This design comes from an exercise in tuning for small area and a short achievable clock period on the open sky130 flow, not from production work. Where RTL was checked, it was by simulation tests only, not by an equivalence proof against the original. Only the layout flow was run in runs 1 and 3; the RTL was not checked for function there. No driver is modelled on the clock port, so clock power and skew are understated where the tree is cut down; a real chip needs a root buffer or a tree.

==> flow/design.v, too long to show whole: its modules and the start of the top module <==
// module mul32lo: 906 lines
// module add32bk: 89 lines
// module alu_top: 93 lines
module alu_top (
    input  wire        clk,
    input  wire [31:0] a,
    input  wire [31:0] b,
    input  wire [3:0]  opcode,
    output wire [31:0] result,
    output wire        zero_flag,
    output wire        carry_flag,
    output wire        sign_flag,
    output wire        overflow_flag
);
  // ...
==> flow/flow/run.sh <==
#!/bin/bash
# The standard layout (standard.sh), with these changes:
#  - synthesis without the early generic "abc -fast" pass, so that the full
#    adders written in the RTL reach extract_fa as written (no inverters
#    between adder cells); registers are unchanged,
#  - after clock tree synthesis, flow/skew.tcl delays the clock of the second
#    register stage (useful skew for the paths between the two stages),
#  - the smallest buffer cell for the port buffers,
#  - no gate cloning in timing repair,
#  - no dummy loads in clock tree synthesis.
# The SDC and the clock period are the standard flow's. Each tool's output goes to the
# ORFS logs under orfs/logs; make's own output to standard.log.
cp standard.sh standard_sh.txt
bash standard.sh SYNTH_ARGS=-noabc SETUP_SLACK_MARGIN=7.3 SKIP_GATE_CLONING=1 \
  "BUFFER_PORTS_ARGS=-buffer_cell sky130_fd_sc_hd__buf_1" \
  "CTS_ARGS=-sink_clustering_enable -repair_clock_nets -dont_use_dummy_load" \
  POST_CTS_TCL=$PWD/flow/skew.tcl \
  "SKEW_CHAIN=sky130_fd_sc_hd__clkdlybuf4s50_1 sky130_fd_sc_hd__clkdlybuf4s25_1 sky130_fd_sc_hd__clkbuf_4" \
  finish > standard.log 2>&1
==> flow/flow/skew.tcl <==
# Sourced by ORFS after clock tree synthesis (POST_CTS_TCL).
# Delays the clock of the second register stage (the registers written from
# the multiplier and adder) by a short buffer chain, so that the paths between
# the two register stages get more of the cycle. The registers' clock stays a
# buffered branch of the same clock tree; input and output paths only lose
# time from this.
set stage2_re {^(res_q|cy_q|ovp_q|ari_q|zf_q)(\\?\[|\$)}
set chain $::env(SKEW_CHAIN)

set db [ord::get_db]
set block [ord::get_db_block]

set groups [dict create]
foreach inst [$block getInsts] {
  if { [regexp $stage2_re [$inst getName]] } {
    set it [$inst findITerm CLK]
    dict lappend groups [[$it getNet] getName] $inst
  }
}

set k 0
dict for {netname insts} $groups {
  set net [$block findNet $netname]
  set sx 0
  set sy 0
  foreach i $insts {
    set loc [$i getLocation]
    set sx [expr { $sx + [lindex $loc 0] }]
    set sy [expr { $sy + [lindex $loc 1] }]
  }
  set n [llength $insts]
  set cx [expr { int($sx / $n) }]
  set cy [expr { int($sy / $n) }]
  set prev $net
  set j 0
  foreach cell $chain {
    set m [$db findMaster $cell]
    set b [odb::dbInst_create $block $m "skewbuf_${k}_${j}"]
    set nn [odb::dbNet_create $block "skewclk_${k}_${j}"]
    $nn setSigType CLOCK
    [$b findITerm A] connect $prev
    [$b findITerm X] connect $nn
    $b setLocation $cx $cy
    $b setPlacementStatus PLACED
    set prev $nn
    incr j
  }
  foreach i $insts {
    set it [$i findITerm CLK]
    $it disconnect
    $it connect $prev
  }
  puts "skew: group $k on $netname: $n registers"
  incr k
}
global_connect

detailed_placement
estimate_parasitics -placement
report_worst_slack -max
report_worst_slack -min
repair_timing_helper
detailed_placement
check_placement -verbose
estimate_parasitics -placement
report_worst_slack -max
report_worst_slack -min
report_checks -from [all_inputs] -to [all_registers -data_pins] -format end
report_checks -from [all_registers -clock_pins] -to [all_registers -data_pins] -format end
report_checks -from [all_registers -clock_pins] -to [all_outputs] -format end
==> flow/standard.sh <==
#!/bin/bash
# synth_recipe.tcl (not shown) runs the flow's synth.tcl, then flattens the netlist and writes it again
# the make line also repeats each setting of config.mk as NAME=value (left out here)
make -C /OpenROAD-flow-scripts/flow DESIGN_CONFIG=/design/flow/config.mk WORK_HOME=/design/flow/orfs CLKGATE_MAP_FILE= SYNTH_SCRIPT=/design/flow/synth_recipe.tcl "${@:-finish}"
==> flow/config.mk <==
export PLATFORM = sky130hd
export DESIGN_NAME = alu_top
export DESIGN_NICKNAME = alu_top
export VERILOG_FILES = /design/flow/design.v
export SDC_FILE = /design/flow/constraint.sdc
export NUM_CORES = 4
export LEC_CHECK = 0
export CAP_MARGIN = 20
export CORE_MARGIN = 2
export CORE_UTILIZATION = 60
export SLEW_MARGIN = 20
==> flow/constraint.sdc <==
create_clock -name core_clock -period 12.0 [get_ports {clk}]
set_input_delay 2.4000 -clock core_clock [delete_from_list [all_inputs] [get_ports {clk}]]
set_output_delay 2.4000 -clock core_clock [all_outputs]
set_load 0.01 [all_outputs]
==> qor.yml, run 1 <==
placed_design:
  dp_worst_setup_slack_ns: 5.78
  io_buffers: 104
critical_path:
  end_kind: "flop"
  reg2reg_from: "x_q[14]"
  r2r_cells: 19
  criticalPathCategory: "reg -> reg"
  worst_ep_arrival_time_ns: 5.87
synth:
  synth-simple-area-share: 0.0861
  syn_nets: 2345
  synth_top_family_by_area: "adder cells"
  synth-seq-area-share: 0.137
  synth_xor_area_frac: 0.194
  syn-instance-count: 1937
final_layout:
  final_cell_mix: "303 x xnor2_1, 241 x a22oi_1, 180 x fa_1, 108 x nand2_1, 104 x buf_1"
  largest_cell_class: "multi-input gates"
  multiInputGateArea_sq_um: 15200
  seq_cells: 123
  n_antenna_cell: 1
sta:
  max_slew_margin: 0.289
  whs_ns: 0.0591
  final_max_slew_viol_count: 0
  hold_viol_final: 0
detailed_routing:
  drcViolationCount: 0
worst_hold_path:
  min_from: "neg_q[15]"
grt:
  gr-usage-met3: 0.135
  use_met1: 0.534
run_status:
  status: "timing/DRC/antenna clean"
==> module alu_top, before the edit <==
module alu_top (
    input  wire        clk,
    input  wire [31:0] a,
    input  wire [31:0] b,
    input  wire [3:0]  opcode,
    output wire [31:0] result,
    output wire        zero_flag,
    output wire        carry_flag,
    output wire        sign_flag,
    output wire        overflow_flag
);
    wire op_add = ~opcode[3] & ~opcode[1] & ~opcode[0];              
    wire op_neg = ~opcode[3] & ~opcode[1] &  opcode[0];              
    wire op_mul = ~opcode[3] & ~opcode[2] &  opcode[1];              
    wire op_and = ~opcode[3] &  opcode[2] &  opcode[1] & ~opcode[0];  
    wire op_xor = ~opcode[3] &  opcode[2] &  opcode[1] &  opcode[0];  
    wire op_sh  =  opcode[3] & (opcode[2] | opcode[1]);              
    wire op_shl = op_sh & ~opcode[0];
    wire op_shr = op_sh &  opcode[0];
    wire op_ari = ~opcode[3] & ~(opcode[2] & opcode[1]);             
    wire big = |b[31:5];
    wire [31:0] onehot = big ? 32'd0 : (32'd1 << b[4:0]);
    wire [31:0] a_rev;
    genvar i;
    generate for (i = 0; i < 32; i = i + 1) begin : g_ra
        assign a_rev[i] = a[31-i];
    end endgenerate
    wire [31:0] x_d = op_shr ? a_rev : (a | {32{op_neg}});
    wire [31:0] y_d = op_sh ? onehot : b;
    wire [32:0] ye = {y_d, 1'b0};
    wire [15:0] one_d, two_d, neg_d;
    generate for (i = 0; i < 16; i = i + 1) begin : g_be
        assign neg_d[i] = ye[2*i+2];
        assign one_d[i] = ye[2*i+1] ^ ye[2*i];
        assign two_d[i] = (ye[2*i+2] & ~ye[2*i+1] & ~ye[2*i])
                        | (~ye[2*i+2] & ye[2*i+1] & ye[2*i]);
    end endgenerate
    reg [31:0] x_q;
    reg [15:0] one_q, two_q, neg_q;
    reg s_add, s_and, s_xor, s_mul, s_rev, s_ari, axb31;
    always @(posedge clk) begin
        x_q   <= x_d;
        one_q <= one_d;
        two_q <= two_d;
        neg_q <= neg_d;
        s_add <= op_add;
        s_and <= op_and;
        s_xor <= op_xor;
        s_mul <= op_mul | op_shl | op_neg;
        s_rev <= op_shr;
        s_ari <= op_ari;
        axb31 <= a[31] ^ b[31];
    end
    wire [31:0] y_q;
    generate for (i = 0; i < 16; i = i + 1) begin : g_bd
        assign y_q[2*i+1] = neg_q[i];
        if (i == 0) begin : g_lo
            assign y_q[0] = one_q[0];
        end else begin : g_hi
            assign y_q[2*i] = one_q[i] ^ neg_q[i-1];
        end
    end endgenerate
    wire [32:0] sum;
    add32bk u_add (.x(x_q), .y(y_q), .s(sum[31:0]), .co(sum[32]));
    wire [31:0] oth = ({32{s_add}} & sum[31:0])
                    | ({32{s_and}} & (x_q & y_q))
                    | ({32{s_xor}} & (x_q ^ y_q));
    wire cy  = s_add & sum[32];
    wire ovp = s_ari & (cy ^ axb31);
    wire [31:0] prod;
    wire        prod_z;
    mul32lo u_mul (.x(x_q), .one(one_q), .two(two_q), .neg(neg_q), .p(prod), .z(prod_z));
    wire zf = s_ari & (s_add ? ~|sum[31:0] : prod_z);
    wire [31:0] prod_rev;
    generate for (i = 0; i < 32; i = i + 1) begin : g_rp
        assign prod_rev[i] = prod[31-i];
    end endgenerate
    wire [31:0] res = oth | ({32{s_mul}} & prod) | ({32{s_rev}} & prod_rev);
    reg [31:0] res_q;
    reg cy_q, ovp_q, ari_q, zf_q;
    always @(posedge clk) begin
        res_q <= res;
        zf_q  <= zf;
        cy_q  <= cy;
        ovp_q <= ovp;
        ari_q <= s_ari;
    end
    assign result        = res_q;
    assign carry_flag    = cy_q;
    assign sign_flag     = ari_q & res_q[31];
    assign zero_flag     = zf_q;
    assign overflow_flag = ovp_q ^ sign_flag;
endmodule
==> inputs of run 2 (changes only) <==
--- a/flow/design.v
+++ b/flow/design.v
@@ -1,10 +1,10 @@
 module mul32lo (input wire [31:0] x, input wire [15:0] one, input wire [15:0] two,
-    input wire [15:0] neg, output wire [31:0] p, output wire z);
+    input wire [15:0] neg, output wire [31:0] p);
   wire pp0_0 = (one[0] & x[0]) ^ neg[0];
   wire pp0_1 = ((one[0] & x[1]) | (two[0] & x[0])) ^ neg[0];
   wire pp0_2 = ((one[0] & x[2]) | (two[0] & x[1])) ^ neg[0];
   wire pp0_3 = ((one[0] & x[3]) | (two[0] & x[2])) ^ neg[0];
   wire pp0_4 = ((one[0] & x[4]) | (two[0] & x[3])) ^ neg[0];
   wire pp0_5 = ((one[0] & x[5]) | (two[0] & x[4])) ^ neg[0];
   wire pp0_6 = ((one[0] & x[6]) | (two[0] & x[5])) ^ neg[0];
   wire pp0_7 = ((one[0] & x[7]) | (two[0] & x[6])) ^ neg[0];
@@ -896,18 +896,16 @@
   wire kP5_28 = kP4_28 & kP4_15;
   wire kG5_29 = kG4_29 | (kP4_29 & kG4_15);
   wire kP5_29 = kP4_29 & kP4_15;
   wire kG5_30 = kG4_30 | (kP4_30 & kG4_15);
   wire kP5_30 = kP4_30 & kP4_15;
   wire kG5_31 = kG4_31 | (kP4_31 & kG4_15);
   wire kP5_31 = kP4_31 & kP4_15;
   assign p = kp0 ^ {kG5_30, kG5_29, kG5_28, kG5_27, kG5_26, kG5_25, kG5_24, kG5_23, kG5_22, kG5_21, kG5_20, kG5_19, kG5_18, kG5_17, kG5_16, kG4_15, kG4_14, kG4_13, kG4_12, kG4_11, kG4_10, kG4_9, kG4_8, kG3_7, kG3_6, kG3_5, kG3_4, kG2_3, kG2_2, kG1_1, kg0[0], 1'b0};
-  wire [31:0] zk = ma | mb;
-  assign z = &(~((ma ^ mb) ^ {zk[30:0], 1'b0}));
 endmodule
 module add32bk (input wire [31:0] x, input wire [31:0] y, output wire [31:0] s, output wire co);
   wire [31:0] g0 = x & y;
   wire [31:0] p0 = x ^ y;
   wire G1_0 = g0[1] | (p0[1] & g0[0]);
   wire G3_2 = g0[3] | (p0[3] & g0[2]);
   wire P3_2 = p0[3] & p0[2];
   wire G5_4 = g0[5] | (p0[5] & g0[4]);
@@ -1058,31 +1056,28 @@
     wire [32:0] sum;
     add32bk u_add (.x(x_q), .y(y_q), .s(sum[31:0]), .co(sum[32]));
     wire [31:0] oth = ({32{s_add}} & sum[31:0])
                     | ({32{s_and}} & (x_q & y_q))
                     | ({32{s_xor}} & (x_q ^ y_q));
     wire cy  = s_add & sum[32];
     wire ovp = s_ari & (cy ^ axb31);
     wire [31:0] prod;
-    wire        prod_z;
-    mul32lo u_mul (.x(x_q), .one(one_q), .two(two_q), .neg(neg_q), .p(prod), .z(prod_z));
-    wire zf = s_ari & (s_add ? ~|sum[31:0] : prod_z);
+    mul32lo u_mul (.x(x_q), .one(one_q), .two(two_q), .neg(neg_q), .p(prod));
     wire [31:0] prod_rev;
     generate for (i = 0; i < 32; i = i + 1) begin : g_rp
         assign prod_rev[i] = prod[31-i];
     end endgenerate
     wire [31:0] res = oth | ({32{s_mul}} & prod) | ({32{s_rev}} & prod_rev);
     reg [31:0] res_q;
-    reg cy_q, ovp_q, ari_q, zf_q;
+    reg cy_q, ovp_q, ari_q;
     always @(posedge clk) begin
         res_q <= res;
-        zf_q  <= zf;
         cy_q  <= cy;
         ovp_q <= ovp;
         ari_q <= s_ari;
     end
     assign result        = res_q;
     assign carry_flag    = cy_q;
     assign sign_flag     = ari_q & res_q[31];
-    assign zero_flag     = zf_q;
+    assign zero_flag     = ari_q & ~|res_q;
     assign overflow_flag = ovp_q ^ sign_flag;
 endmodule
--- a/flow/flow/run.sh
+++ b/flow/flow/run.sh
@@ -10,10 +10,10 @@
 #  - no dummy loads in clock tree synthesis.
 # The SDC and the clock period are the standard flow's. Each tool's output goes to the
 # ORFS logs under orfs/logs; make's own output to standard.log.
 cp standard.sh standard_sh.txt
 bash standard.sh SYNTH_ARGS=-noabc SETUP_SLACK_MARGIN=7.3 SKIP_GATE_CLONING=1 \
   "BUFFER_PORTS_ARGS=-buffer_cell sky130_fd_sc_hd__buf_1" \
   "CTS_ARGS=-sink_clustering_enable -repair_clock_nets -dont_use_dummy_load" \
   POST_CTS_TCL=$PWD/flow/skew.tcl \
-  "SKEW_CHAIN=sky130_fd_sc_hd__clkdlybuf4s50_1 sky130_fd_sc_hd__clkdlybuf4s25_1 sky130_fd_sc_hd__clkbuf_4" \
+  "SKEW_CHAIN=sky130_fd_sc_hd__clkdlybuf4s50_1 sky130_fd_sc_hd__clkbuf_4" \
   finish > standard.log 2>&1
--- a/flow/flow/skew.tcl
+++ b/flow/flow/skew.tcl
@@ -1,15 +1,15 @@
 # Sourced by ORFS after clock tree synthesis (POST_CTS_TCL).
 # Delays the clock of the second register stage (the registers written from
 # the multiplier and adder) by a short buffer chain, so that the paths between
 # the two register stages get more of the cycle. The registers' clock stays a
 # buffered branch of the same clock tree; input and output paths only lose
 # time from this.
-set stage2_re {^(res_q|cy_q|ovp_q|ari_q|zf_q)(\\?\[|\$)}
+set stage2_re {^(res_q|cy_q|ovp_q|ari_q)(\\?\[|\$)}
 set chain $::env(SKEW_CHAIN)
 
 set db [ord::get_db]
 set block [ord::get_db_block]
 
 set groups [dict create]
 foreach inst [$block getInsts] {
   if { [regexp $stage2_re [$inst getName]] } {
==> flow/config.mk (replaced) <==
export PLATFORM = sky130hd
export DESIGN_NAME = alu_top
export DESIGN_NICKNAME = alu_top
export VERILOG_FILES = /design/flow/design.v
export SDC_FILE = /design/flow/constraint.sdc
export NUM_CORES = 4
export LEC_CHECK = 0
export CAP_MARGIN = 0
export CORE_MARGIN = 2
export CORE_UTILIZATION = 55
export SLEW_MARGIN = 0
==> run 2 against run 1 <==
  * Still clean
  * First-iteration DRC count fell by 5.6%
  * Critical path depth fell by 3
  * Setup slack got worse by 0.044 ns
  * Clock skew fell by 0.28 ns
  * Die area rose by 2.7%
  * Core utilization fell by 3.6 points
  * Synthesized cell count fell by 8.6%
  * Sequential cell count fell by 1
  * Synthesized area fell by 5.8%
  * Global-route usage fell by 1.2 points
==> qor.yml, run 2 <==
synth:
  syn_area_per_cell_sq_um: 9.55  # was 9.26 sq um
  postSynth.asyncResetShare: 0  # unchanged
  syn-instance-count: 1770  # was 1937
  ys_top_cells_by_area: "fa_1 26%, xnor2_1 16%, dfxtp_1 14%, a22oi_1 13%, ha_1 6.9%"  # was fa_1 24%, xnor2_1 15%, dfxtp_1 14%, a22oi_1 11%, ha_1 8.6%
  synth_edf_count: 0  # unchanged
  synth_cell_types: 68  # was 64
  syn_area_sq_um: 16900  # was 17900 sq um
  synth_top_area_cell: "fa_1"  # unchanged
  synth.most_common_cell: "xnor2_1"  # unchanged
  ys_seq_elements: 122  # was 123
  ys_warn_count: 1  # unchanged
  syn_nets: 2148  # was 2345
  synth_top_area_frac: 0.256  # was 0.241
  yosys_most_used_dff: "dfxtp_1"  # unchanged
  synth-seq-area-share: 0.144  # was 0.137
  synthTopCellsByCount: "315 x xnor2_1, 296 x a22oi_1, 216 x fa_1, 122 x dfxtp_1, 116 x clkbuf_1"  # was 314 x xnor2_1, 269 x a22oi_1, 216 x fa_1, 123 x dfxtp_1, 123 x ha_1
critical_path:
  end_kind: "flop"  # unchanged
  reg2reg_slack_ns: 7.29  # was 7.34 ns
  worstReg2RegEnd: "res_q[31]"  # was res_q[29]
  crit_required_ns: 12.87  # was 13.21 ns
  critPathLaunch: "x_q[9]"  # was x_q[14]
  worst_ep_arrival_time_ns: 5.58  # was 5.87 ns
  cp_max_fo: 13  # was 20
  startpoint_type: "flop"  # unchanged
  r2r_cells: 16  # was 19
  crit_end: "res_q[31]"  # was res_q[29]
  reg2reg_from: "x_q[9]"  # was x_q[14]
  criticalPathCategory: "reg -> reg"  # unchanged
final_layout:
  n_fill_cell: 2441  # was 2246
  syn2layout_area_growth_pct: 22.2  # was 17.8%
  final_cell_mix: "300 x xnor2_1, 261 x a22oi_1, 186 x fa_1, 103 x buf_1, 91 x nand2_1"  # was 303 x xnor2_1, 241 x a22oi_1, 180 x fa_1, 108 x nand2_1, 104 x buf_1
  seq_area_sq_um: 2550  # was 2570 sq um
  layout_commonest_cell: "xnor2_1"  # unchanged
  drive_gt1_frac: 0.194  # was 0.155
  multiInputGateArea_sq_um: 14400  # was 15200 sq um
  largestRegisters: "res_q x32, x_q x32"  # unchanged
  fin_nets: 2269  # was 2430
sta:
  finalSetupViolations: 0  # unchanged
  max_slew_margin: 0.119  # was 0.289
  final_max_slew_viol_count: 0  # unchanged
  post-route-min-period_ns: 4.71  # was 4.66 ns
  max_freq_mhz: 213  # was 215 MHz
  post-route-period-util: 0.392  # was 0.388
  hold_viol_final: 0  # unchanged
  worst_pin_slew_ns: 1.32  # was 1.06 ns
  setup_tns_ns: 0  # unchanged
  rsz0062_at_grt: "true"  # unchanged
  fin_worst_skew_ns: 0.638  # was 0.919 ns
flow_run:
  cap_violations: 0  # unchanged
floorplanning:
  die_x_microns: 179  # was 177 microns
  initial_core_util: 0.556  # was 0.607
  io-pin-count: 105  # unchanged
  design.core.area_sq_um: 30400  # was 29600 sq um
  rows: 64  # was 63
  design.die.area_sq_um: 32200  # was 31300 sq um
  die_y_microns: 179  # was 177 microns
detailed_routing:
  drt-initial-drc-count: 2345  # was 2484
  drcViolationCount: 0  # unchanged
  final_antenna_net_count: 0  # unchanged
  wl_per_cell_microns: 31.1  # was 29.7 microns
  drtPass1Iterations: 8  # was 7
  num_vias: 16088  # was 16.9k
  viasPerCell: 7.04  # was 6.99
  wirelength_microns: 71100  # was 71500 microns
run_status:
  status: "timing/DRC/antenna clean"  # unchanged
worst_hold_path:
  min_from: "s_mul"  # was neg_q[15]
  hold_depth: 3  # was 4
  hold_path.class: "reg -> reg"  # unchanged
grt:
  use_met1: 0.538  # was 0.534
  grt_util_all_layers: 0.444  # was 0.456
  grt_pass1_vias: 15824  # was 16.9k
  grt-ovfl-total: 0  # unchanged
  grt_start_max_net_pins: 66  # unchanged
  gr-usage-met3: 0.159  # was 0.135
  grt_pass1_wl_microns: 102000  # was 104000 microns
  antenna_found_initial: 2  # was 1
  grtUsageMet2: 0.670  # was 0.725
  grt_busiest_layer: "met2"  # unchanged
placed_design:
  io_buffers: 104  # unchanged
  dp_hpwl_microns: 41400  # was 44900 microns
  gp_congestion: 0.947  # was 1.02
clock_network:
  tritoncts: "yes"  # unchanged
  cts.sinks: 122  # was 123
  clkTransAtPathRegs_ns: 0.07  # was 0.08 ns
  insertion_delay_ns: 1.04  # was 1.32 ns
## run 2: cell count changes in the layout (fill, tap and decap cells not counted), moves of 20 or more
| cell | change |
|---|---|
| buf_12 | +23 |
| buf_4 | +26 |
| a22oi_1 | +20 |
| inv_1 | -49 |
| xor2_1 | -28 |
| ha_1 | -25 |
| o21ai_0 | -21 |
## run 2: worst min path at each step
stage,to
floorplan,ari_q
global placement,ari_q
detailed placement,ari_q
global route,res_q[28]
finish,res_q[3]
## run 2: final cells by class, without the clock buffers
type                    count  share of cell area
repair buffers            259               0.122
flip-flops and latches    122               0.123
multi-input cells        1449               0.699
diodes                      1            0.000121
inverters                  28             0.00509
well taps                 396              0.0240
plain buffers              14             0.00594
## run 2: cell families after synthesis
group / share of synthesized area
flip-flops: 0.144
AND/OR/NAND/NOR: 0.0749
buffers and inverters: 0.0459
XOR/XNOR: 0.191
multiplexers: 0.00252
adder cells (fa/ha/maj): 0.325
AO/OA/AOI/OAI: 0.216
## run 2: stage by stage
step	hold slack (ns)	cell area (sq um)	util	setup WS (ns)	instances
3_3_place_gp	0.429	17800	0.585	6.31	2142
5_1_grt	0.103	20700	0.679	7.26	2285
3_5_place_dp	0.432	17800	0.585	6.28	2142
2_1_floorplan	0.352	17700	-	7.07	1770
6_report	0.0912	20700	0.679	7.29	2286
## run 2: worst max-delay path, cell delays in order, from the launching register on
cell,delay (ns)
dfxtp_1,0.33
buf_12,0.18
a22oi_1,0.28
xnor2_1,0.19
fa_1,0.48
fa_1,0.59
fa_2,0.49
fa_1,0.44
fa_1,0.48
fa_2,0.41
xnor2_2,0.16
xnor2_2,0.16
xnor2_1,0.15
xnor2_1,0.32
xnor2_1,0.22
xnor2_2,0.17
o211ai_1,0.10
## run 2: routing by layer
layer  part of all wire  up-vias
met5             0.0010        -
met4              0.079        6
met3               0.13      374
met2               0.44     1339
met1               0.36     7854
li1                   -     6515
==> inputs of run 3 (changes only) <==
--- a/flow/design.v
+++ b/flow/design.v
@@ -1012,6 +1012,4 @@
     wire op_shr = op_sh &  opcode[0];
     wire op_ari = ~opcode[3] & ~(opcode[2] & opcode[1]);             
-    wire big = |b[31:5];
-    wire [31:0] onehot = big ? 32'd0 : (32'd1 << b[4:0]);
     wire [31:0] a_rev;
     genvar i;
@@ -1020,13 +1018,26 @@
     end endgenerate
     wire [31:0] x_d = op_shr ? a_rev : (a | {32{op_neg}});
-    wire [31:0] y_d = op_sh ? onehot : b;
-    wire [32:0] ye = {y_d, 1'b0};
-    wire [15:0] one_d, two_d, neg_d;
+    wire [32:0] be = {b, 1'b0};
+    wire [15:0] b_one, b_two, b_neg;
     generate for (i = 0; i < 16; i = i + 1) begin : g_be
-        assign neg_d[i] = ye[2*i+2];
-        assign one_d[i] = ye[2*i+1] ^ ye[2*i];
-        assign two_d[i] = (ye[2*i+2] & ~ye[2*i+1] & ~ye[2*i])
-                        | (~ye[2*i+2] & ye[2*i+1] & ye[2*i]);
+        assign b_neg[i] = be[2*i+2];
+        assign b_one[i] = be[2*i+1] ^ be[2*i];
+        assign b_two[i] = (be[2*i+2] & ~be[2*i+1] & ~be[2*i])
+                        | (~be[2*i+2] & be[2*i+1] & be[2*i]);
     end endgenerate
+    wire [31:0] dec = 32'd1 << b[4:0];
+    wire [15:0] s_one, s_two;
+    generate for (i = 0; i < 16; i = i + 1) begin : g_se
+        assign s_two[i] = dec[2*i+1];
+        if (i == 0) begin : g_lo
+            assign s_one[i] = dec[0];
+        end else begin : g_hi
+            assign s_one[i] = dec[2*i] | dec[2*i-1];
+        end
+    end endgenerate
+    wire sh_ok = op_sh & ~|b[31:5];
+    wire [15:0] one_d = ({16{sh_ok}} & s_one) | ({16{~op_sh}} & b_one);
+    wire [15:0] two_d = ({16{sh_ok}} & s_two) | ({16{~op_sh}} & b_two);
+    wire [15:0] neg_d = ({16{sh_ok}} & s_two) | ({16{~op_sh}} & b_neg);
     reg [31:0] x_q;
     reg [15:0] one_q, two_q, neg_q;
==> flow/flow/run.sh (replaced) <==
#!/bin/bash
# The standard layout (standard.sh), with these changes:
#  - synthesis without the early generic "abc -fast" pass, so that the full
#    adders written in the RTL reach extract_fa as written (no inverters
#    between adder cells); registers are unchanged,
#  - after clock tree synthesis, flow/skew.tcl delays the clock of the second
#    register stage (useful skew for the paths between the two stages),
#  - the smallest buffer cell for the port buffers.
# The SDC and the clock period are the standard flow's. Each tool's output goes to the
# ORFS logs under orfs/logs; make's own output to standard.log.
cp standard.sh standard_sh.txt
bash standard.sh SYNTH_ARGS=-noabc SETUP_SLACK_MARGIN=7.3 \
  "BUFFER_PORTS_ARGS=-buffer_cell sky130_fd_sc_hd__buf_1" \
  POST_CTS_TCL=$PWD/flow/skew.tcl \
  "SKEW_CHAIN=sky130_fd_sc_hd__clkdlybuf4s50_1 sky130_fd_sc_hd__clkbuf_4" \
  finish > standard.log 2>&1
--- a/flow/config.mk
+++ b/flow/config.mk
@@ -6,6 +6,6 @@
 export NUM_CORES = 4
 export LEC_CHECK = 0
-export CAP_MARGIN = 0
+export CAP_MARGIN = 20
 export CORE_MARGIN = 2
-export CORE_UTILIZATION = 55
-export SLEW_MARGIN = 0
+export CORE_UTILIZATION = 40
+export SLEW_MARGIN = 20
==> run 3 against run 2 <==
  * Maximum frequency grew 0.40%
  * Register-to-register slack improved by 0.02 ns
  * First-iteration DRC count increased by 7.4%
  * Sequential share of layout area is 0.19 points lower
  * Die area up 40%
  * Sequential cell count did not move
  * Clock skew grew 0.0044 ns
  * Synthesized cell count rose by 4.2%
  * Synthesized area grew 2.2%
  * Critical path depth is 2 higher
==> qor.yml, run 3 <==
clock_network:
  tritoncts: "yes"  # unchanged
  cts.sinks: 122  # unchanged
  clkTransAtPathRegs_ns: 0.08  # was 0.07 ns
  insertion_delay_ns: 1.07  # was 1.04 ns
synth:
  synth.most_common_cell: "xnor2_1"  # unchanged
  synth_top_area_cell: "fa_1"  # unchanged
  synth_cell_types: 71  # was 68
  synth_xor_area_frac: 0.178  # was 0.191
  synth_mux_area_frac: 0.00355  # was 0.00252
  syn_area_sq_um: 17300  # was 16900 sq um
  synth-seq-area-share: 0.141  # was 0.144
  ys_top_cells_by_area: "fa_1 25%, xnor2_1 15%, dfxtp_1 14%, a22oi_1 12%, ha_1 7.7%"  # was fa_1 26%, xnor2_1 16%, dfxtp_1 14%, a22oi_1 13%, ha_1 6.9%
  synthTopCellsByCount: "303 x xnor2_1, 271 x a22oi_1, 216 x fa_1, 122 x clkbuf_1, 122 x dfxtp_1"  # was 315 x xnor2_1, 296 x a22oi_1, 216 x fa_1, 122 x dfxtp_1, 116 x clkbuf_1
  synth_top_family_by_area: "adder cells"  # unchanged
  synth_compound_area_frac: 0.221  # was 0.216
  synth_edf_count: 0  # unchanged
  synthAdderAreaFrac: 0.327  # was 0.325
  syn_area_per_cell_sq_um: 9.37  # was 9.55 sq um
  synth-simple-area-share: 0.0799  # was 0.0749
  ys_seq_elements: 122  # unchanged
  ys_warn_count: 1  # unchanged
  yosys_most_used_dff: "dfxtp_1"  # unchanged
  syn-instance-count: 1844  # was 1770
  syn_nets: 2235  # was 2148
  synth_top_area_frac: 0.250  # was 0.256
  postSynth.asyncResetShare: 0  # unchanged
run_status:
  status: "timing/DRC/antenna clean"  # unchanged
floorplanning:
  io-pin-count: 105  # unchanged
  rows: 76  # was 64
  die_y_microns: 212  # was 179 microns
  initial_core_util: 0.403  # was 0.556
  die_x_microns: 212  # was 179 microns
  design.core.area_sq_um: 42900  # was 30400 sq um
  design.die.area_sq_um: 44900  # was 32200 sq um
critical_path:
  worst_ep_arrival_time_ns: 5.61  # was 5.58 ns
  cp_common_cell: "fa_2"
  crit_required_ns: 12.93  # was 12.87 ns
  slowest_delay_ns: 0.54  # was 0.59 ns
  end_kind: "flop"  # unchanged
  startpoint_type: "flop"  # unchanged
  worstPathCellList: "buf_12, a22oi_2, xnor2_1, fa_2, fa_2, fa_2, fa_1, fa_1, ha_4, a21o_1, a21o_1, a21oi_2, nand2_1, o21a_1, buf_6, o21ai_4, mux2i_1, nand3_1"  # was buf_12, a22oi_1, xnor2_1, fa_1, fa_1, fa_2, fa_1, fa_1, fa_2, xnor2_2, xnor2_2, xnor2_1, xnor2_1, xnor2_1, xnor2_2, o211ai_1
  criticalPathCategory: "reg -> reg"  # unchanged
  cp_max_fo: 7  # was 13
  cp_slowest_cell: "fa_1"  # unchanged
sta:
  fin_worst_skew_ns: 0.643  # was 0.638 ns
  post-route-period-util: 0.391  # was 0.392
  hold_viol_final: 0  # unchanged
  setup_ws_ns: 7.31  # was 7.29 ns
  post-route-min-period_ns: 4.69  # was 4.71 ns
  rsz0062_at_grt: "true"  # unchanged
  max_slew_margin: 0.497  # was 0.119
  worst_pin_slew_ns: 0.754  # was 1.32 ns
  setup_tns_ns: 0  # unchanged
  whs_ns: 0.0791  # was 0.0912 ns
  final_max_slew_viol_count: 0  # unchanged
  max_freq_mhz: 213  # about the same
  finalSetupViolations: 0  # unchanged
flow_run:
  cap_violations: 0  # unchanged
grt:
  grt_util_all_layers: 0.323  # was 0.444
  grt_start_max_net_pins: 66  # unchanged
  grt_pass1_wl_microns: 106000  # was 102000 microns
  antenna_found_initial: 0  # was 2
  grt-ovfl-total: 0  # unchanged
  grt_pass1_vias: 16662  # was 15.8k
detailed_routing:
  final_antenna_net_count: 0  # unchanged
  num_vias: 16444  # was 16.1k
  drcViolationCount: 0  # unchanged
  wl_per_cell_microns: 28.8  # was 31.1 microns
  drt-initial-drc-count: 2519  # was 2345
  viasPerCell: 6.53  # was 7.04
  wirelength_microns: 72600  # was 71100 microns
  drtPass1Iterations: 10  # was 8
final_layout:
  layout_commonest_cell: "xnor2_1"  # unchanged
  largestRegisters: "res_q x32, x_q x32"  # unchanged
  design_area_sq_um: 21300  # was 20700 sq um
  drive_gt1_frac: 0.181  # was 0.194
  syn2layout_area_growth_pct: 23.2  # was 22.2%
  n_fill_cell: 3858  # was 2441
  multiInputGateArea_sq_um: 14800  # was 14400 sq um
  fin_nets: 2313  # was 2269
  fin_util: 0.496  # was 0.679
  n_antenna_cell: 0  # was 1
  final_cell_mix: "285 x xnor2_1, 240 x a22oi_1, 188 x fa_1, 103 x buf_1, 100 x nor2_1"  # was 300 x xnor2_1, 261 x a22oi_1, 186 x fa_1, 103 x buf_1, 91 x nand2_1
  seq_area_sq_um: 2580  # was 2550 sq um
placed_design:
  io_buffers: 104  # unchanged
  dp_worst_setup_slack_ns: 6.17  # was 6.28 ns
  placed_area_sq_um: 18400  # was 17800 sq um
  dp_hpwl_microns: 43800  # was 41400 microns
  gp_congestion: 0.929  # was 0.947
worst_hold_path:
  hold_path.class: "reg -> reg"  # unchanged
-- run 3: through the flow --
stage	std cells
2_1_floorplan	1844
3_3_place_gp	2406
3_5_place_dp	2406
5_1_grt	2520
6_report	2520
-- run 3: area by class of cell, without the clock buffers --
| type | instances | share of cell area |
|---|---|---|
| buffer | 14 | 0.00576 |
| timing repair buffer | 220 | 0.106 |
| inverter | 51 | 0.00899 |
| sequential | 122 | 0.121 |
| multi-input combinational | 1496 | 0.695 |
| clock inverter | 14 | 0.00846 |
| tap | 585 | 0.0344 |
-- run 3: cell families (layout without fill, tap and decap cells) --
| kind of cell | Yosys count | count (layout) |
|---|---|---|
| compound gates | 524 | 524 |
| flops | 122 | 122 |
| mux | 6 | 6 |
| buf+inv | 226 | 317 |
| xor+xnor | 349 | 349 |
| simple gates | 295 | 295 |
| fa+ha+maj | 322 | 322 |
-- run 3: path summary, 6_finish.rpt --
check / from / endpoint / slack (ns) / cells after the start
worst max-delay path: one_q[1] / res_q[5] / 7.31 / 18
worst min-delay path: axb31 / ovp_q / 0.08 / 2
worst max register to register: one_q[1] / res_q[5] / 7.31 / 18
worst min register to register: axb31 / ovp_q / 0.08 / 2
-- run 3: per-layer routing --
layer | GRT usage | routed length [microns]
met5 | 0 | 0
met4 | 0.200 | 4940
met3 | 0.0972 | 9520
met2 | 0.488 | 31500
met1 | 0.404 | 26700
-- run 3: worst max-delay path, delay by kind of cell, from the launching register on --
family,cells,cell delay [ns]
multiplexers,1,0.26
AND/OR/NAND/NOR,2,0.24
adder cells (fa/ha/maj),6,2.53
XOR/XNOR,1,0.28
flip-flops,1,0.47
buffers and inverters,2,0.32
AO/OA/AOI/OAI,6,1.09
==> inputs of run 4 (changes only) <==
--- a/flow/design.v
+++ b/flow/design.v
@@ -1012,4 +1012,6 @@
     wire op_shr = op_sh &  opcode[0];
     wire op_ari = ~opcode[3] & ~(opcode[2] & opcode[1]);             
+    wire big = |b[31:5];
+    wire [31:0] onehot = big ? 32'd0 : (32'd1 << b[4:0]);
     wire [31:0] a_rev;
     genvar i;
@@ -1018,26 +1020,13 @@
     end endgenerate
     wire [31:0] x_d = op_shr ? a_rev : (a | {32{op_neg}});
-    wire [32:0] be = {b, 1'b0};
-    wire [15:0] b_one, b_two, b_neg;
+    wire [31:0] y_d = op_sh ? onehot : b;
+    wire [32:0] ye = {y_d, 1'b0};
+    wire [15:0] one_d, two_d, neg_d;
     generate for (i = 0; i < 16; i = i + 1) begin : g_be
-        assign b_neg[i] = be[2*i+2];
-        assign b_one[i] = be[2*i+1] ^ be[2*i];
-        assign b_two[i] = (be[2*i+2] & ~be[2*i+1] & ~be[2*i])
-                        | (~be[2*i+2] & be[2*i+1] & be[2*i]);
+        assign neg_d[i] = ye[2*i+2];
+        assign one_d[i] = ye[2*i+1] ^ ye[2*i];
+        assign two_d[i] = (ye[2*i+2] & ~ye[2*i+1] & ~ye[2*i])
+                        | (~ye[2*i+2] & ye[2*i+1] & ye[2*i]);
     end endgenerate
-    wire [31:0] dec = 32'd1 << b[4:0];
-    wire [15:0] s_one, s_two;
-    generate for (i = 0; i < 16; i = i + 1) begin : g_se
-        assign s_two[i] = dec[2*i+1];
-        if (i == 0) begin : g_lo
-            assign s_one[i] = dec[0];
-        end else begin : g_hi
-            assign s_one[i] = dec[2*i] | dec[2*i-1];
-        end
-    end endgenerate
-    wire sh_ok = op_sh & ~|b[31:5];
-    wire [15:0] one_d = ({16{sh_ok}} & s_one) | ({16{~op_sh}} & b_one);
-    wire [15:0] two_d = ({16{sh_ok}} & s_two) | ({16{~op_sh}} & b_two);
-    wire [15:0] neg_d = ({16{sh_ok}} & s_two) | ({16{~op_sh}} & b_neg);
     reg [31:0] x_q;
     reg [15:0] one_q, two_q, neg_q;
==> flow/flow/run.sh (replaced) <==
#!/bin/bash
# The standard layout (standard.sh), with these changes:
#  - synthesis without the early generic "abc -fast" pass, so that the full
#    adders written in the RTL reach extract_fa as written (no inverters
#    between adder cells); registers are unchanged,
#  - after clock tree synthesis, flow/skew.tcl clocks the second register
#    stage later and the first earlier (useful skew for the paths between
#    the two stages),
#  - the smallest buffer cell for the port buffers,
#  - no dummy loads in clock tree synthesis.
# The SDC and the clock period are the standard flow's. Each tool's output goes to the
# ORFS logs under orfs/logs; make's own output to standard.log.
cp standard.sh standard_sh.txt
bash standard.sh SYNTH_ARGS=-noabc SETUP_SLACK_MARGIN=7.4 \
  "BUFFER_PORTS_ARGS=-buffer_cell sky130_fd_sc_hd__buf_1" \
  "CTS_ARGS=-sink_clustering_enable -repair_clock_nets -dont_use_dummy_load" \
  POST_CTS_TCL=$PWD/flow/skew.tcl \
  "SKEW_CHAIN=sky130_fd_sc_hd__clkdlybuf4s50_1 sky130_fd_sc_hd__clkbuf_4" \
  SKEW_EARLY_CELL=sky130_fd_sc_hd__clkbuf_16 SKEW_EARLY_GROUPS=3 \
  finish > standard.log 2>&1
==> flow/flow/skew.tcl (replaced) <==
# Sourced by ORFS after clock tree synthesis (POST_CTS_TCL).
# Useful skew for the paths between the two register stages:
#  - the second stage (registers written from the multiplier and adder) gets
#    its clock through an extra buffer chain, so it is clocked later;
set stage2_re {^(res_q|cy_q|ovp_q|ari_q)(\\?\[|\$)}
set stage1_re {^((x_q|one_q|two_q|neg_q)\\?\[|(s_add|s_and|s_xor|s_mul|s_rev|s_ari|axb31)\$)}
set chain $::env(SKEW_CHAIN)
set early_cell $::env(SKEW_EARLY_CELL)
set n_early $::env(SKEW_EARLY_GROUPS)

set db [ord::get_db]
set block [ord::get_db_block]

proc centroid { insts } {
  set sx 0
  set sy 0
  foreach i $insts {
    set loc [$i getLocation]
    set sx [expr { $sx + [lindex $loc 0] }]
    set sy [expr { $sy + [lindex $loc 1] }]
  }
  set n [llength $insts]
  return [list [expr { int($sx / $n) }] [expr { int($sy / $n) }]]
}

# ---- second stage: later clock
set groups [dict create]
set stage1 {}
foreach inst [$block getInsts] {
  set name [$inst getName]
  if { [regexp $stage2_re $name] } {
    set it [$inst findITerm CLK]
    dict lappend groups [[$it getNet] getName] $inst
  } elseif { [regexp $stage1_re $name] } {
    lappend stage1 $inst
  }
}
set k 0
dict for {netname insts} $groups {
  set net [$block findNet $netname]
  lassign [centroid $insts] cx cy
  set prev $net
  set j 0
  foreach cell $chain {
    set b [odb::dbInst_create $block [$db findMaster $cell] "skewbuf_${k}_${j}"]
    set nn [odb::dbNet_create $block "skewclk_${k}_${j}"]
    $nn setSigType CLOCK
    [$b findITerm A] connect $prev
    [$b findITerm X] connect $nn
    $b setLocation $cx $cy
    $b setPlacementStatus PLACED
    set prev $nn
    incr j
  }
  foreach i $insts {
    set it [$i findITerm CLK]
    $it disconnect
    $it connect $prev
  }
  puts "skew: late group $k on $netname: [llength $insts] registers"
  incr k
}

# ---- first stage: earlier clock, straight from the clock port's net
set portnet [[$block findBTerm clk] getNet]
set stage1 [lsort -command { apply {{a b} {
  expr { [lindex [$a getLocation] 0] - [lindex [$b getLocation] 0] } } } } $stage1]
set n [llength $stage1]
for {set g 0} {$g < $n_early} {incr g} {
  set lo [expr { $g * $n / $n_early }]
  set hi [expr { ($g + 1) * $n / $n_early - 1 }]
  set insts [lrange $stage1 $lo $hi]
  lassign [centroid $insts] cx cy
  set b [odb::dbInst_create $block [$db findMaster $early_cell] "earlybuf_$g"]
  set nn [odb::dbNet_create $block "earlyclk_$g"]
  $nn setSigType CLOCK
  [$b findITerm A] connect $portnet
  [$b findITerm X] connect $nn
  $b setLocation $cx $cy
  $b setPlacementStatus PLACED
  foreach i $insts {
    set it [$i findITerm CLK]
    $it disconnect
    $it connect $nn
  }
  puts "skew: early group $g: [llength $insts] registers"
}

# ---- remove clock buffers left without loads
set changed 1
while { $changed } {
  set changed 0
  foreach inst [$block getInsts] {
    set m [[$inst getMaster] getName]
    if { ![string match "sky130_fd_sc_hd__clkbuf*" $m] } { continue }
    set out [$inst findITerm X]
    set net [$out getNet]
    if { $net eq "NULL" || $net eq "" } { continue }
    set loads 0
    foreach it [$net getITerms] {
      if { [$it isInputSignal] } { incr loads }
    }
    if { $loads == 0 && [llength [$net getBTerms]] == 0 } {
      puts "skew: removing unloaded [$inst getName]"
      odb::dbInst_destroy $inst
      odb::dbNet_destroy $net
      set changed 1
      break
    }
  }
}
global_connect

detailed_placement
estimate_parasitics -placement
report_worst_slack -max
report_worst_slack -min
repair_timing_helper
detailed_placement
check_placement -verbose
estimate_parasitics -placement
report_worst_slack -max
report_worst_slack -min
report_checks -from [all_inputs] -to [all_registers -data_pins] -format end
report_checks -from [all_registers -clock_pins] -to [all_registers -data_pins] -format end
report_checks -from [all_registers -clock_pins] -to [all_outputs] -format end
--- a/flow/config.mk
+++ b/flow/config.mk
@@ -8,4 +8,4 @@
 export CAP_MARGIN = 20
 export CORE_MARGIN = 2
-export CORE_UTILIZATION = 40
+export CORE_UTILIZATION = 60
 export SLEW_MARGIN = 20
==> run 4 against run 3 <==
  * Critical path depth unchanged
  * Maximum frequency up 0.51%
  * Global-route usage up 14 points
  * Synthesized cell count down 4.0%
  * Core utilization up 24 points
  * Synthesized area down 2.2%
  * Clock skew up 0.14 ns
  * Wire length down 4.0%
  * Die area down 34%
  * Design area down 3.6%
==> qor.yml, run 4 <==
run_status:
  status: "timing/DRC/antenna clean"  # unchanged
sta:
  fin_worst_skew_ns: 0.783  # was 0.643 ns
  final_max_slew_viol_count: 0  # unchanged
  max_freq_mhz: 214  # was 213 MHz
  rsz0062_at_grt: "true"  # unchanged
  whs_ns: 0.0682  # was 0.0791 ns
  setup_ws_ns: 7.34  # was 7.31 ns
  max_slew_margin: 0.286  # was 0.497
  hold_viol_final: 0  # unchanged
  post-route-period-util: 0.389  # was 0.391
  finalSetupViolations: 0  # unchanged
  worst_pin_slew_ns: 1.07  # was 0.754 ns
  post-route-min-period_ns: 4.66  # was 4.69 ns
  setup_tns_ns: 0  # unchanged
final_layout:
  final_cell_mix: "301 x xnor2_1, 245 x a22oi_1, 183 x fa_1, 103 x buf_1, 91 x nand2_1"  # was 285 x xnor2_1, 240 x a22oi_1, 188 x fa_1, 103 x buf_1, 100 x nor2_1
  fin_util: 0.738  # was 0.496
  n_antenna_cell: 0  # unchanged
  drive_gt1_frac: 0.200  # was 0.181
  largestRegisters: "res_q x32, x_q x32"  # unchanged
  layout_commonest_cell: "xnor2_1"  # unchanged
  syn2layout_area_growth_pct: 21.4  # was 23.2%
  fin_nets: 2237  # was 2313
detailed_routing:
  drt-initial-drc-count: 2474  # was 2519
  wl_per_cell_microns: 31.2  # was 28.8 microns
  drcViolationCount: 0  # unchanged
  viasPerCell: 7.18  # was 6.53
  routed.top_layer: "met5"  # was met4
  wirelength_microns: 69700  # was 72600 microns
  m1WireLength_microns: 23400  # was 26700 microns
  final_antenna_net_count: 0  # unchanged
  dr_wl_met3_microns: 9510  # was 9520 microns
  num_vias: 16053  # was 16.4k
  drtPass1Iterations: 9  # was 10
  met2_length_microns: 29800  # was 31500 microns
clock_network:
  insertion_delay_ns: 0.94  # was 1.07 ns
  cts.sinks: 122  # unchanged
  clkTransAtPathRegs_ns: 0.11  # was 0.08 ns
floorplanning:
  initial_core_util: 0.608  # was 0.403
  rows: 61  # was 76
  die_y_microns: 172  # was 212 microns
  design.die.area_sq_um: 29500  # was 44900 sq um
  die_x_microns: 172  # was 212 microns
  design.core.area_sq_um: 27800  # was 42900 sq um
  io-pin-count: 105  # unchanged
critical_path:
  critical_path_buf_inv_count: 2  # unchanged
  end_kind: "flop"  # unchanged
  r2r_cells: 18  # unchanged
  cp_max_fo: 12  # was 7
  worstPathCellList: "bufbuf_16, a22oi_1, xnor2_1, ha_1, fa_1, fa_1, fa_1, fa_1, ha_2, nor2_2, o2bb2ai_4, o32ai_2, a31oi_1, buf_4, a21oi_2, a21oi_1, xnor2_1, o211ai_1"  # was buf_12, a22oi_2, xnor2_1, fa_2, fa_2, fa_2, fa_1, fa_1, ha_4, a21o_1, a21o_1, a21oi_2, nand2_1, o21a_1, buf_6, o21ai_4, mux2i_1, nand3_1
  cp_slowest_cell: "fa_1"  # unchanged
  worstReg2RegEnd: "res_q[31]"  # was res_q[5]
  slowest_delay_ns: 0.60  # was 0.54 ns
  cp_common_cell: "fa_1"  # was fa_2
  worst_ep_arrival_time_ns: 5.41  # was 5.61 ns
  reg2reg_from: "x_q[9]"  # was one_q[1]
  startpoint_type: "flop"  # unchanged
  criticalPathCategory: "reg -> reg"  # unchanged
  crit_required_ns: 12.75  # was 12.93 ns
  reg2reg_slack_ns: 7.34  # was 7.31 ns
  critPathTopFamily: "adder cells"  # unchanged
synth:
  ys_warn_count: 1  # unchanged
  syn_area_sq_um: 16900  # was 17300 sq um
  synth_top_area_cell: "fa_1"  # unchanged
  yosys_most_used_dff: "dfxtp_1"  # unchanged
  synth_edf_count: 0  # unchanged
  syn_nets: 2148  # was 2235
  syn_area_per_cell_sq_um: 9.55  # was 9.37 sq um
  ys_seq_elements: 122  # unchanged
  synth_cell_types: 68  # was 71
  synth.most_common_cell: "xnor2_1"  # unchanged
  synth_top_area_frac: 0.256  # was 0.250
  synth-seq-area-share: 0.144  # was 0.141
  ys_top_cells_by_area: "fa_1 26%, xnor2_1 16%, dfxtp_1 14%, a22oi_1 13%, ha_1 6.9%"  # was fa_1 25%, xnor2_1 15%, dfxtp_1 14%, a22oi_1 12%, ha_1 7.7%
  synthTopCellsByCount: "315 x xnor2_1, 296 x a22oi_1, 216 x fa_1, 122 x dfxtp_1, 116 x clkbuf_1"  # was 303 x xnor2_1, 271 x a22oi_1, 216 x fa_1, 122 x clkbuf_1, 122 x dfxtp_1
  postSynth.asyncResetShare: 0  # unchanged
  syn-instance-count: 1770  # was 1844
placed_design:
  dp_worst_setup_slack_ns: 6.15  # was 6.17 ns
  gp_congestion: 0.974  # was 0.929
  dp_hpwl_microns: 40900  # was 43800 microns
  io_buffers: 104  # unchanged
grt:
  grt_start_max_net_pins: 66  # unchanged
  grt-ovfl-total: 0  # unchanged
  antenna_found_initial: 1  # was 0
  grt_pass1_vias: 16144  # was 16.7k
  grt_util_all_layers: 0.466  # was 0.323
  grt_pass1_wl_microns: 99400  # was 106000 microns
worst_hold_path:
  min_to: "res_q[31]"  # was ovp_q
  hold_path.class: "reg -> reg"  # unchanged
  hold_depth: 3  # was 2
  min_from: "x_q[31]"  # was axb31
flow_run:
  cap_violations: 0  # unchanged
-- run 4: cell count changes after synthesis, sizes merged, moves of 13 or more --
| cell | before | now |
|---|---|---|
| o22ai | 15 | 0 |
| nor2 | 106 | 85 |
| ha | 106 | 93 |
| a22oi | 271 | 296 |
| inv | 51 | 28 |
| o21ai | 49 | 30 |
-- run 4: how the worst max path moves through the flow --
| stage | to | slack, ns | depth (start not counted) | from |
|---|---|---|---|---|
| 2_1_floorplan | res_q[29] | 7.07 | 20 | x_q[0] |
| 3_3_place_gp | res_q[29] | 6.21 | 16 | two_q[5] |
| 3_5_place_dp | res_q[29] | 6.15 | 17 | two_q[5] |
| 5_1_grt | res_q[31] | 7.31 | 20 | one_q[0] |
| 6_report | res_q[31] | 7.34 | 18 | x_q[9] |
-- run 4: logic make-up (layout without fill, tap and decap cells) --
| logic type | Yosys count | count (layout) | share of synthesized area |
|---|---|---|---|
| mux | 4 | 4 | 0.00252 |
| flops | 122 | 122 | 0.144 |
| simple gates | 276 | 276 | 0.0749 |
| xor+xnor | 369 | 369 | 0.191 |
| compound gates | 491 | 491 | 0.216 |
| fa+ha+maj | 309 | 309 | 0.325 |
| buf+inv | 199 | 286 | 0.0459 |
-- run 4: metrics by stage --
| stage | cell area (sq um) | cells |
|---|---|---|
| 6_report | 20500 | 2235 |
| 5_1_grt | 20500 | 2235 |
| 3_5_place_dp | 17800 | 2126 |
| 3_3_place_gp | 17800 | 2126 |
| 2_1_floorplan | 17700 | 1770 |
-- run 4: routing by layer --
metal | global-route usage | vias up
met5 | 0.0157 | -
met4 | 0.362 | 2
met3 | 0.171 | 491
met2 | 0.690 | 1430
met1 | 0.546 | 7692
li1 | - | 6438
-- run 4: layout make-up, without the clock buffers --
| class | count | area [sq um] |
|---|---|---|
| Buffer | 17 | 198 |
| Tap cell | 378 | 473 |
| Multi-Input combinational cell | 1449 | 14600 |
| Fill cell | 1970 | 7270 |
| Timing Repair Buffer | 233 | 2340 |
| Sequential cell | 122 | 2600 |
| Inverter | 28 | 105 |
-- run 4: worst min-delay path: cells and delay by family (launching register included) --
family,cells,cell delay (ns)
flops,1,0.39
fa+ha+maj,1,0.18
compound gates,2,0.18
==> inputs of run 5 (changes only) <==
--- a/flow/flow/run.sh
+++ b/flow/flow/run.sh
@@ -16,5 +16,5 @@
   "CTS_ARGS=-sink_clustering_enable -repair_clock_nets -dont_use_dummy_load" \
   POST_CTS_TCL=$PWD/flow/skew.tcl \
-  "SKEW_CHAIN=sky130_fd_sc_hd__clkdlybuf4s50_1 sky130_fd_sc_hd__clkbuf_4" \
+  "SKEW_CHAIN=sky130_fd_sc_hd__clkdlybuf4s50_1 sky130_fd_sc_hd__clkbuf_2 sky130_fd_sc_hd__clkbuf_4" \
   SKEW_EARLY_CELL=sky130_fd_sc_hd__clkbuf_16 SKEW_EARLY_GROUPS=3 \
   finish > standard.log 2>&1
==> run 5 against run 4 <==
  * Still clean on timing, DRC and antenna
  * Cell count increased by 0.63%
  * Maximum frequency grew 0.74%
  * First-iteration DRC count is 0.44% lower
  * Critical path depth unchanged
  * Wire length is 0.66% lower
  * Via count is 0.34% higher
  * Synthesized cell count unchanged
  * Die area stayed put
  * Highest routed layer is now met4
==> qor.yml, run 5 <==
detailed_routing:
  wirelength_microns: 69200  # was 69700 microns
  dr_wl_met3_microns: 9430  # was 9510 microns
  num_vias: 16107  # about the same
  m1WireLength_microns: 23700  # was 23400 microns
  drcViolationCount: 0  # unchanged
  routed.top_layer: "met4"  # was met5
  viasPerCell: 7.16  # was 7.18
  drtPass1Iterations: 10  # was 9
  wl_per_cell_microns: 30.8  # was 31.2 microns
  final_antenna_net_count: 0  # unchanged
  drt-initial-drc-count: 2463  # was 2474
  met2_length_microns: 29800  # about the same
synth:
  synth_top_area_cell: "fa_1"  # unchanged
  synth_cell_types: 68  # unchanged
  yosys_most_used_dff: "dfxtp_1"  # unchanged
  synth_edf_count: 0  # unchanged
  syn_area_sq_um: 16900  # unchanged
  synth-seq-area-share: 0.144  # unchanged
  synth_top_area_frac: 0.256  # unchanged
  syn_nets: 2148  # unchanged
  ys_seq_elements: 122  # unchanged
  synth.most_common_cell: "xnor2_1"  # unchanged
  syn-instance-count: 1770  # unchanged
  syn_area_per_cell_sq_um: 9.55  # unchanged
  ys_top_cells_by_area: "fa_1 26%, xnor2_1 16%, dfxtp_1 14%, a22oi_1 13%, ha_1 6.9%"  # unchanged
  ys_warn_count: 1  # unchanged
  synthTopCellsByCount: "315 x xnor2_1, 296 x a22oi_1, 216 x fa_1, 122 x dfxtp_1, 116 x clkbuf_1"  # unchanged
  postSynth.asyncResetShare: 0  # unchanged
final_layout:
  fin_nets: 2248  # was 2237
  drive_gt1_frac: 0.192  # was 0.200
  fin_util: 0.736  # was 0.738
  n_fill_cell: 1997  # was 1970
  fin_cells: 2249  # was 2235
  layout_commonest_cell: "xnor2_1"  # unchanged
  final_cell_mix: "303 x xnor2_1, 261 x a22oi_1, 187 x fa_1, 102 x buf_1, 91 x nand2_1"  # was 301 x xnor2_1, 245 x a22oi_1, 183 x fa_1, 103 x buf_1, 91 x nand2_1
  syn2layout_area_growth_pct: 20.9  # was 21.4%
  largestRegisters: "res_q x32, x_q x32"  # unchanged
  design_area_sq_um: 20400  # was 20500 sq um
grt:
  grt_start_max_net_pins: 66  # unchanged
  grt-ovfl-total: 0  # unchanged
  grt_pass1_vias: 16298  # was 16.1k
  antenna_found_initial: 2  # was 1
  grt_util_all_layers: 0.467  # was 0.466
  grt_pass1_wl_microns: 99600  # was 99400 microns
critical_path:
  cp_slowest_cell: "dfxtp_2"  # was fa_1
  reg2reg_from: "two_q[10]"  # was x_q[9]
  end_kind: "flop"  # unchanged
  worst_ep_arrival_time_ns: 5.45  # was 5.41 ns
  crit_required_ns: 12.82  # was 12.75 ns
  slowest_delay_ns: 0.55  # was 0.60 ns
  startpoint_type: "flop"  # unchanged
  cp_max_fo: 11  # was 12
  worstReg2RegEnd: "res_q[31]"  # unchanged
  r2r_cells: 18  # unchanged
  criticalPathCategory: "reg -> reg"  # unchanged
  reg2reg_slack_ns: 7.37  # was 7.34 ns
  worstPathCellList: "a22oi_1, xnor2_1, fa_1, fa_1, fa_2, fa_1, fa_2, ha_4, and3_4, nor2_2, o2bb2ai_2, o32ai_2, a31oi_1, buf_4, a21oi_2, a21oi_1, xnor2_1, o211ai_1"  # was bufbuf_16, a22oi_1, xnor2_1, ha_1, fa_1, fa_1, fa_1, fa_1, ha_2, nor2_2, o2bb2ai_4, o32ai_2, a31oi_1, buf_4, a21oi_2, a21oi_1, xnor2_1, o211ai_1
  cp_common_cell: "fa_1"  # unchanged
sta:
  fin_worst_skew_ns: 0.877  # was 0.783 ns
  post-route-min-period_ns: 4.63  # was 4.66 ns
  max_freq_mhz: 216  # was 214 MHz
  post-route-period-util: 0.386  # was 0.389
  finalSetupViolations: 0  # unchanged
  hold_viol_final: 0  # unchanged
  setup_tns_ns: 0  # unchanged
  final_max_slew_viol_count: 0  # unchanged
  rsz0062_at_grt: "true"  # unchanged
  worst_pin_slew_ns: 1.05  # was 1.07 ns
  max_slew_margin: 0.298  # was 0.286
floorplanning:
  rows: 61  # unchanged
  io-pin-count: 105  # unchanged
  initial_core_util: 0.608  # unchanged
  design.core.area_sq_um: 27800  # unchanged
  die_x_microns: 172  # unchanged
  die_y_microns: 172  # unchanged
  design.die.area_sq_um: 29500  # unchanged
worst_hold_path:
  min_to: "res_q[30]"  # was res_q[31]
  min_from: "x_q[30]"  # was x_q[31]
  hold_path.class: "reg -> reg"  # unchanged
  hold_depth: 3  # unchanged
placed_design:
  placed_area_sq_um: 17800  # unchanged
  io_buffers: 104  # unchanged
  gp_congestion: 0.974  # unchanged
  dp_hpwl_microns: 40900  # unchanged
  dpl.cell_count: 2126  # unchanged
clock_network:
  cts.sinks: 122  # unchanged
  clkTransAtPathRegs_ns: 0.11  # about the same
  insertion_delay_ns: 1.04  # was 0.94 ns
flow_run:
  cap_violations: 0  # unchanged
run_status:
  status: "timing/DRC/antenna clean"  # unchanged
==> run 5: cell counts after synthesis <==
Identical to the previous run, type by type.
==> run 5: final cells by class, without the clock buffers <==
| class | count | area, sq um | share of cell area |
|---|---|---|---|
| antenna | 3 | 7.51 | 0.000367 |
| buffer | 24 | 233 | 0.0114 |
| inverter | 28 | 105 | 0.00514 |
| multi-input combinational | 1449 | 14500 | 0.709 |
| sequential | 122 | 2590 | 0.127 |
| tap | 378 | 473 | 0.0231 |
| timing repair buffer | 237 | 2330 | 0.114 |
==> run 5: metrics by stage <==
stage | setup slack (ns) | hold WS [ns]
6_report | 7.37 | 0.0345
5_1_grt | 7.32 | 0.0748
3_5_place_dp | 6.15 | 0.368
3_3_place_gp | 6.21 | 0.361
2_1_floorplan | 7.07 | 0.352
==> run 5: kinds of logic after synthesis <==
kind of cell    count (synthesis)  share of synthesized area
compound gates                491                      0.216
xor+xnor                      369                      0.191
fa+ha+maj                     309                      0.325
buf+inv                       199                     0.0459
flops                         122                      0.144
mux                             4                    0.00252
simple gates                  276                     0.0749
==> run 5: per-layer routing <==
metal  vias up  GRT usage
li1       6470          -
met1      7748      0.543
met2      1435      0.690
met3       454      0.180
met4         0      0.366
met5         -          0
==> run 5: critical path, delay by kind of cell (launching register included) <==
kind | cells | cell delay, ns
AO/OA/AOI/OAI | 7 | 1.04
XOR/XNOR | 2 | 0.57
adder cells (fa/ha/maj) | 6 | 2.67
buffers and inverters | 1 | 0.18
flip-flops | 1 | 0.55
AND/OR/NAND/NOR | 2 | 0.27
==> run 5: worst max-delay path by stage <==
stage / start / endpoint / slack (ns) / cells after the start
5_1_grt: one_q[0] / res_q[31] / 7.32 / 20
3_3_place_gp: two_q[5] / res_q[29] / 6.21 / 16
6_report: two_q[10] / res_q[31] / 7.37 / 18
3_5_place_dp: two_q[5] / res_q[29] / 6.15 / 17
2_1_floorplan: x_q[0] / res_q[29] / 7.07 / 20

==> afterwards: timing with drivers on the ports <==
The flow's constraints put no driver on any port. The routed layouts listed below were extracted and timed again, unchanged, in two steps.
Step 1 (the two cells are an assumption about what drives the block):
set clk [get_ports {clk}]
set_driving_cell -lib_cell sky130_fd_sc_hd__clkbuf_16 $clk
set_driving_cell -lib_cell sky130_fd_sc_hd__buf_2 [delete_from_list [all_inputs] $clk]
Step 2, shift: input delay + t, output delay - t, t = (earliest + latest rising clock arrival at the registers) / 2. This alone moves slack from input paths to output paths.
Slacks: no drivers / after step 1 / after step 2; pairs: no drivers / after step 1.
run | t (ns) | setup WS [ns] | latest minus earliest clock arrival (ns) | cell pins on the clock port's net
run 1 | 0.912 | 7.339 / 7.339 / 6.584 | 0.919 / 0.920 | 1
run 2 | 0.768 | 7.295 / 7.295 / 6.867 | 0.638 / 0.638 | 1
run 3 | 0.803 | 7.313 / 7.313 / 6.728 | 0.642 / 0.642 | 1
run 4 | 0.627 | 7.337 / 7.337 / 7.114 | 0.783 / 0.783 | 4
run 5 | 0.676 | 7.371 / 7.350 / 7.061 | 0.876 / 0.877 | 4
In every run listed the clock reaches the registers at very different times; t lies between them, and the last value is a rough guide only. The setup slack of run 1, which loses most, moves by 0.000 ns with the drivers and by -0.755 ns with both steps.
